This design comes from an exercise in tuning for small area, a short achievable clock period and few clock cycles on the open sky130 flow, not from production work.
Only simulation tests tie the RTL to the original design; equivalence was not proved.
No activity file was given, so power comes from the tool's default toggle rates.

== run A ==
// sa
module sa #(parameter DIMENSION = 4) (
  input                                             CLK ,
  input                                             RSTn,
  input        [DIMENSION-1:0]                      DVI ,
  input        [          1:0][DIMENSION-1:0][15:0] DI  ,
  output logic [DIMENSION-1:0][DIMENSION-1:0]       DVO ,
  output logic [DIMENSION-1:0][DIMENSION-1:0][15:0] DO
);
Size: ~25000 cells after synthesis, about 3100 flip-flops, roughly 410 I/O pins, roughly 0.19 sq mm of cells after synthesis.
export LEC_CHECK = 0
export ABC_AREA = 1
export CAP_MARGIN = 20
export CORE_MARGIN = 2
export CORE_UTILIZATION = 50
export PLACE_DENSITY = 0.68
export SLEW_MARGIN = 20
create_clock -name core_clock -period 10.0 [get_ports {CLK}]
standard.sh (not shown) runs the stock make flow with config.mk's settings and CLKGATE_MAP_FILE= SYNTH_SCRIPT=/design/flow/synth_recipe.tcl, a recipe that flattens the netlist after the stock synthesis.
==> flow/flow/run.sh <==
#!/bin/bash
# Own layout flow: the standard synthesis unchanged, then the standard
# ORFS steps with timing repair aimed below the 10 ns clock period (the
# design is still laid out and signed off at the design's clock period and
# constraints), gate resizing across cell footprints, a clock tree without
# dummy loads, buf_2 port buffers, and the DO pins that share a register
# placed side by side.
# Each step's output goes to a log file of its own.
set -euo pipefail

# extra make variables for the layout steps
EXTRA="MATCH_CELL_FOOTPRINT=0 SETUP_SLACK_MARGIN=6.55 PRE_IO_PLACEMENT_TCL=$(pwd)/flow/io.tcl"
export BUFFER_PORTS_ARGS="-buffer_cell sky130_fd_sc_hd__buf_2"
export CTS_ARGS="-sink_clustering_enable -repair_clock_nets -sink_clustering_size 40 -sink_clustering_max_diameter 55 -dont_use_dummy_load"

bash standard.sh synth > synth.log 2>&1
sed "s|\"\${@:-finish}\"|$EXTRA \"\${@:-finish}\"|" standard.sh > layout.sh
for step in floorplan place cts route finish; do
  bash layout.sh $step > $step.log 2>&1
done
==> flow/flow/io.tcl <==
# Pin placement: the four DO ports of a row that show the same register bit
# (DO[i][0..3][b]) are placed next to each other.
for {set i 0} {$i < 4} {incr i} {
  for {set b 0} {$b < 16} {incr b} {
    set pins {}
    for {set j 0} {$j < 4} {incr j} {
      lappend pins "DO\[[expr {$i * 64 + $j * 16 + $b}]\]"
    }
    set_io_pin_constraint -group -order -pin_names $pins
  }
}
Run A reached the end of the flow, and the finished layout is clean on the timing, DRC and antenna checks.
Testbench counts of run A, summed over its fixed seeds: cycles 1,120.
diff inputs: run A => run B
Settings: swapping 0.68 for 0.65 in PLACE_DENSITY.
--- a/flow/flow/run.sh
+++ b/flow/flow/run.sh
@@ -14 +14 @@
-export CTS_ARGS="-sink_clustering_enable -repair_clock_nets -sink_clustering_size 40 -sink_clustering_max_diameter 55 -dont_use_dummy_load"
+export CTS_ARGS="-sink_clustering_enable -repair_clock_nets -sink_clustering_size 40 -sink_clustering_max_diameter 60 -dont_use_dummy_load"
==> results.txt <==
Run A → run B: number of cells upsized or downsized after cts moved up, post-route worst setup slack fell by 0.011 ns, routability-driven placement congestion ratio rose by 1.2%, number of I/O port buffers now sits at about the same level.
Run B was carried through to the last stage, and its layout satisfied the timing, DRC and antenna checks.
Run A vs run B, termination of the worst setup path: DO[79] vs DO[174]
Inputs modified between run B and run C:
Settings: swapping 50 for 55 in CORE_UTILIZATION; clearing PLACE_DENSITY, which used to be 0.65.
==> results.txt <==
As of run C, global-route wire length before repair had risen slightly compared to run B. | number of nets in the final layout | run B vs run C | ≈ equal |. Half-perimeter wire length after placement: run B and run C compared, lower one is run B. [run C vs run B] total via count in the routed design: lower in run C. Core util | run C vs run B | run C higher. Run C against run B: highest attainable clock frequency has decreased; length of routed wiring on met1 has decreased; number of antenna violations at the first check in global routing has decreased. Run C and run B ended up with roughly the same total cell area at the placement stage. Compared with run B, in run C area overhead of the layout relative to synthesis -0.52 points; hold slack -0.021 ns.
Changes in run D relative to run C:
Settings: PLACE_DENSITY newly set to 0.75; CORE_UTILIZATION changed from 55 to 50.
--- a/flow/flow/run.sh
+++ b/flow/flow/run.sh
@@ -14 +14 @@
-export CTS_ARGS="-sink_clustering_enable -repair_clock_nets -sink_clustering_size 40 -sink_clustering_max_diameter 60 -dont_use_dummy_load"
+export CTS_ARGS="-sink_clustering_enable -repair_clock_nets -sink_clustering_size 40 -sink_clustering_max_diameter 55 -dont_use_dummy_load"
- Diff run C -> run D: initial core utilization has decreased; final worst slack has remained practically unchanged; maximum frequency from static timing analysis has remained practically unchanged.
- A critical-path cell with the highest stage delay of dfxtp_4 is what run C shows, while ha_2 belongs to run D.
- On run D: wire length is 15000 microns lower than what run C gave.
- Worst setup path category: register to output pin -> run C, input port to register -> run D
- Between run D and run C, the difference in power density of the placed cells is negligible.
- There was hardly any difference in count of inverters not on the clock network in the layout between run C and run D.
- The final period utilization on run C is in line with that on run D.
- Worst path buffer plus inverter count: run D vs run C up 2
Changes in run E relative to run D:
Settings: clearing PLACE_DENSITY, which used to be 0.75.
--- a/flow/flow/run.sh
+++ b/flow/flow/run.sh
@@ -12 +12 @@
-EXTRA="MATCH_CELL_FOOTPRINT=0 SETUP_SLACK_MARGIN=6.55 PRE_IO_PLACEMENT_TCL=$(pwd)/flow/io.tcl"
+EXTRA="MATCH_CELL_FOOTPRINT=0 SETUP_SLACK_MARGIN=6.62 PRE_IO_PLACEMENT_TCL=$(pwd)/flow/io.tcl"
@@ -14 +14 @@
-export CTS_ARGS="-sink_clustering_enable -repair_clock_nets -sink_clustering_size 40 -sink_clustering_max_diameter 55 -dont_use_dummy_load"
+export CTS_ARGS="-sink_clustering_enable -repair_clock_nets -sink_clustering_size 40 -sink_clustering_max_diameter 50 -dont_use_dummy_load"
--- outcome ---
Maximum frequency: run E vs run D — no meaningful difference. As far as maximum buffer depth of the clock tree goes, run D and run E are indistinguishable; the numbers are identical. Power in the clock group: run E vs run D up about 10%. Synthesized cell count: run E vs run D — no meaningful difference. Utilization run D -> run E: up. Summary — part of the power in registers, run E relative to run D: lower, by 0.9 points. Against run D as the reference, run E delivers a lower first-pass detailed-route iteration total. [compare] base=run D new=run E: switching fraction of total power down 0.37 points, count of max-cap constraint violations roughly the same, basic-gate share of the synthesized area counting and, or, nand and nor cells has remained practically unchanged, cell area increased about 2.2%.

========
sa again, from the RTL that the note above started with.
clock: 10.0 ns
lec_check: 0
abc_area: 1
cap_margin: 20
core_margin: 2
core_utilization: 50
slew_margin: 20
==> flow/flow/run.sh <==
#!/bin/bash
# Own layout flow: the standard synthesis unchanged, then the standard
# ORFS steps with timing repair aimed below the 10 ns clock period (the
# design is still laid out and signed off at the design's clock period and
# constraints), gate resizing across cell footprints, a clock tree without
# dummy loads, and the DO pins that share a register placed side by side.
# Each step's output goes to a log file of its own.
set -euo pipefail

# extra make variables for the layout steps
EXTRA="MATCH_CELL_FOOTPRINT=0 SETUP_SLACK_MARGIN=6.55 PRE_IO_PLACEMENT_TCL=$(pwd)/flow/io.tcl"
export CTS_ARGS="-sink_clustering_enable -repair_clock_nets -sink_clustering_size 40 -sink_clustering_max_diameter 50 -dont_use_dummy_load"

bash standard.sh synth > synth.log 2>&1
sed "s|\"\${@:-finish}\"|$EXTRA \"\${@:-finish}\"|" standard.sh > layout.sh
for step in floorplan place cts route finish; do
  bash layout.sh $step > $step.log 2>&1
done
Scripts as last shown in full above: flow/flow/io.tcl
Testbench counts at the start, summed over its fixed seeds: cycles 1,120.
Rerun with:
--- a/flow/flow/run.sh
+++ b/flow/flow/run.sh
@@ -11,2 +11,2 @@
-EXTRA="MATCH_CELL_FOOTPRINT=0 SETUP_SLACK_MARGIN=6.55 PRE_IO_PLACEMENT_TCL=$(pwd)/flow/io.tcl"
-export CTS_ARGS="-sink_clustering_enable -repair_clock_nets -sink_clustering_size 40 -sink_clustering_max_diameter 50 -dont_use_dummy_load"
+EXTRA="MATCH_CELL_FOOTPRINT=0 SETUP_SLACK_MARGIN=6.45 PRE_IO_PLACEMENT_TCL=$(pwd)/flow/io.tcl"
+export CTS_ARGS="-sink_clustering_enable -repair_clock_nets -sink_clustering_size 40 -sink_clustering_max_diameter 55 -dont_use_dummy_load"
Sequential power is about the same.
Final area drops by 2.1%.
Via count drops by 0.52%.
Combinational power drops by about 2%.
Maximum frequency drops by 1.4%.
Rerun with:
--- a/flow/flow/run.sh
+++ b/flow/flow/run.sh
@@ -6 +6,2 @@
-# dummy loads, and the DO pins that share a register placed side by side.
+# dummy loads, buf_2 port buffers, and the DO pins that share a register
+# placed side by side.
@@ -11,2 +12,3 @@
-EXTRA="MATCH_CELL_FOOTPRINT=0 SETUP_SLACK_MARGIN=6.45 PRE_IO_PLACEMENT_TCL=$(pwd)/flow/io.tcl"
-export CTS_ARGS="-sink_clustering_enable -repair_clock_nets -sink_clustering_size 40 -sink_clustering_max_diameter 55 -dont_use_dummy_load"
+EXTRA="MATCH_CELL_FOOTPRINT=0 SETUP_SLACK_MARGIN=6.55 PRE_IO_PLACEMENT_TCL=$(pwd)/flow/io.tcl"
+export BUFFER_PORTS_ARGS="-buffer_cell sky130_fd_sc_hd__buf_2"
+export CTS_ARGS="-sink_clustering_enable -repair_clock_nets -sink_clustering_size 40 -sink_clustering_max_diameter 50 -dont_use_dummy_load"
Cell count rose by 1.0%.
Die area stays the same.
Final area rose by 1.9%.
Register-to-register slack gains 0.12 ns.
Setup slack gains 0.054 ns.
Synthesized area does not change.
Power rose by 2.8%.
Via count rose by 0.83%.
Routed wire length rose by 0.61%.
Rerun with:
--- a/flow/flow/run.sh
+++ b/flow/flow/run.sh
@@ -14 +14 @@
-export CTS_ARGS="-sink_clustering_enable -repair_clock_nets -sink_clustering_size 40 -sink_clustering_max_diameter 50 -dont_use_dummy_load"
+export CTS_ARGS="-sink_clustering_enable -repair_clock_nets -sink_clustering_size 40 -sink_clustering_max_diameter 60 -dont_use_dummy_load"
--- a/flow/config.mk
+++ b/flow/config.mk
@@ -11,0 +12 @@
+export PLACE_DENSITY = 0.68
What happened: Via count is about the same; setup slack improved by 0.039 ns; non-clock buffer count fell by 122; wire length falls by 5.1%; count of clock-buffer cells in the layout fell by 114; maximum frequency climbs by 1.1%; utilization fell by 1.3 points; critical path depth stays the same; power came out lower by 4.4%; clock power falls by 20%.

========
== job 8578 ==
sa again, from the RTL that the note above started with.
export LEC_CHECK = 0
export ABC_AREA = 1
export CAP_MARGIN = 20
export CORE_MARGIN = 2
export CORE_UTILIZATION = 50
export PLACE_DENSITY = 0.82
export SLEW_MARGIN = 20
create_clock -name core_clock -period 10.0 [get_ports {CLK}]
==> flow/flow/run.sh <==
#!/bin/bash
# Own layout flow: the standard synthesis unchanged, then the standard
# ORFS steps with timing repair aimed below the 10 ns clock period (the
# design is still laid out and signed off at the design's clock period and
# constraints), gate resizing across cell footprints, a clock tree without
# dummy loads, buf_2 port buffers, and the DO pins that share a register
# placed side by side.
# Each step's output goes to a log file of its own.
set -euo pipefail

# extra make variables for the layout steps
EXTRA="MATCH_CELL_FOOTPRINT=0 SETUP_SLACK_MARGIN=6.55 PRE_IO_PLACEMENT_TCL=$(pwd)/flow/io.tcl"
export BUFFER_PORTS_ARGS="-buffer_cell sky130_fd_sc_hd__buf_2"
export CTS_ARGS="-sink_clustering_enable -repair_clock_nets -sink_clustering_size 40 -sink_clustering_max_diameter 55 -dont_use_dummy_load"

bash standard.sh synth > synth.log 2>&1
sed "s|\"\${@:-finish}\"|$EXTRA \"\${@:-finish}\"|" standard.sh > layout.sh
for step in floorplan place cts route finish; do
  bash layout.sh $step > $step.log 2>&1
done
Scripts as last shown in full above: flow/flow/io.tcl
Testbench counts of job 8578, summed over its fixed seeds: cycles 1,120.
Input changes introduced in job 9013 (baseline for comparison: job 8578):
Settings: PLACE_DENSITY changed from 0.82 to 0.68; CORE_UTILIZATION changed from 50 to 45.
-- flow/flow/run.sh --
<<< job 8578, line 13
export BUFFER_PORTS_ARGS="-buffer_cell sky130_fd_sc_hd__buf_2"
export CTS_ARGS="-sink_clustering_enable -repair_clock_nets -sink_clustering_size 40 -sink_clustering_max_diameter 55 -dont_use_dummy_load"

>>> job 9013, line 13
export BUFFER_PORTS_ARGS="-buffer_cell sky130_fd_sc_hd__buf_2"
export CTS_ARGS="-sink_clustering_enable -repair_clock_nets -sink_clustering_size 40 -sink_clustering_max_diameter 60 -dont_use_dummy_load"

Findings:
When job 9013 is set beside job 8578, its number of standard cells in the final layout excluding fillers turns out to be about 1.3% larger. Job 9013 — worst slack at placement 110 ps higher, job 8578 as reference. Comparing job 8578 and job 9013, the lower proportion of layout cells with a drive suffix above 1 is on job 9013. Job 9013 vs job 8578, clock period minus final worst setup slack went down by 160 ps.
What job 2551 does differently from job 9013 at the input level:
Settings: changing CORE_UTILIZATION from 45 to 55.
Findings:
In terms of final HPWL from detailed placement, job 9013 and job 2551 differ only marginally. Delta(summed area of non-filler cells in the final layout, job 2551 - job 9013) < 0. Job 9013 → job 2551: area share of buffers outside the clock network has remained practically unchanged, post-route fraction of the period consumed by the critical path has increased. Changes observed in job 2551 relative to job 9013: worst setup slack fell by 33 ps; met2 routed wirelength rose by 6300 um.
## Diff of input files: job 9022 against job 2551
Settings: an added GPL_ROUTABILITY_DRIVEN of 0; a change of CORE_UTILIZATION from 55 to 50.
Results
- Job 9022 ends up with a hold slack that is 25 ps lower than in job 2551.
- In the tables for job 2551 and job 9022, maximum number of pins on one net before global-route repair reads higher with job 2551.
- Number of clock buffer instances in the layout came out lower on job 9022 than on job 2551.
- Design area: job 9022 vs job 2551, no meaningful difference
- Against job 2551, job 9022 reports a number of iterations in the first detailed-routing pass that is lower.
- The die of job 9022 is larger than the one used in job 2551.
- Job 9022 vs. job 2551: number of antenna diodes went up by 62.
Relative to job 9022, the following input files were edited for job 9017:
Settings: clearing GPL_ROUTABILITY_DRIVEN, which used to be 0; swapping 1 for 0 in ABC_AREA.
Findings:
Comparing job 9017 and job 9022, floorplan die width is lower on job 9022.
Job 9017 did not stop at any stage, and its layout met the timing, DRC and antenna checks.
Job 9017: routed wire length is 67000 um higher than what job 9022 reported.
The netlist area before placement in job 9017 sits 5500 sq um above the value recorded for job 9022.
Taking job 9022 as the reference point, the row count of job 9017 rises by 4.

-- afterwards: timing with drivers on the ports --
In the flow no input, the clock included, has a driving cell. The finished layouts below were timed again as built, in two steps. Step 1 sets driving cells, clkbuf_16 on the clock port and buf_2 on the other inputs (assumed; they add their load-dependent delay and slew). Step 2 moves the port delays by t, midway between the first and last clock arrival at a register: inputs arrive t later, outputs are due t later. That takes back most of the time a late clock gives input paths. Slacks: ideal ports / drivers / drivers and shift; pairs: ideal ports / drivers.
| run | shift t [ns] | setup slack, ns | clock arrival spread, ns | worst slew at a driven data input, ns |
|---|---|---|---|---|
| run A | 1.035 | 6.543 / 6.426 / 5.500 | 0.123 / 0.123 | 0.59 |
| run B | 1.052 | 6.532 / 6.436 / 5.646 | 0.117 / 0.116 | 0.50 |
| run C | 1.059 | 6.509 / 6.384 / 5.729 | 0.129 / 0.130 | 0.41 |
| run D | 1.044 | 6.511 / 6.419 / 5.518 | 0.141 / 0.141 | 0.44 |
| run E | 1.100 | 6.510 / 6.383 / 5.520 | 0.117 / 0.116 | 0.45 |
| the first run of note 2 | 1.057 | 6.516 / 6.395 / 5.338 | 0.113 / 0.112 | 0.56 |
| the second run of note 2 | 1.066 | 6.466 / 6.380 / 5.548 | 0.110 / 0.110 | 0.07 |
| the third run of note 2 | 1.067 | 6.520 / 6.405 / 5.485 | 0.107 / 0.107 | 0.57 |
| the fourth run of note 2 | 1.028 | 6.560 / 6.443 / 5.457 | 0.094 / 0.093 | 0.63 |
| job 8578 | 1.046 | 6.412 / 6.412 / 5.430 | 0.131 / 0.131 | 0.53 |
| job 9013 | 1.045 | 6.571 / 6.452 / 5.539 | 0.146 / 0.146 | 0.30 |
| job 2551 | 1.018 | 6.537 / 6.424 / 5.587 | 0.138 / 0.138 | 0.52 |
| job 9022 | 1.013 | 6.550 / 6.477 / 5.534 | 0.167 / 0.168 | 0.62 |
| job 9017 | 1.031 | 6.226 / 6.226 / 5.679 | 0.130 / 0.130 | 0.39 |
After both steps every run listed still meets setup and hold. The setup slack of the first run of note 2, which loses most, moves by -0.121 ns with the drivers and by -1.178 ns with both steps.
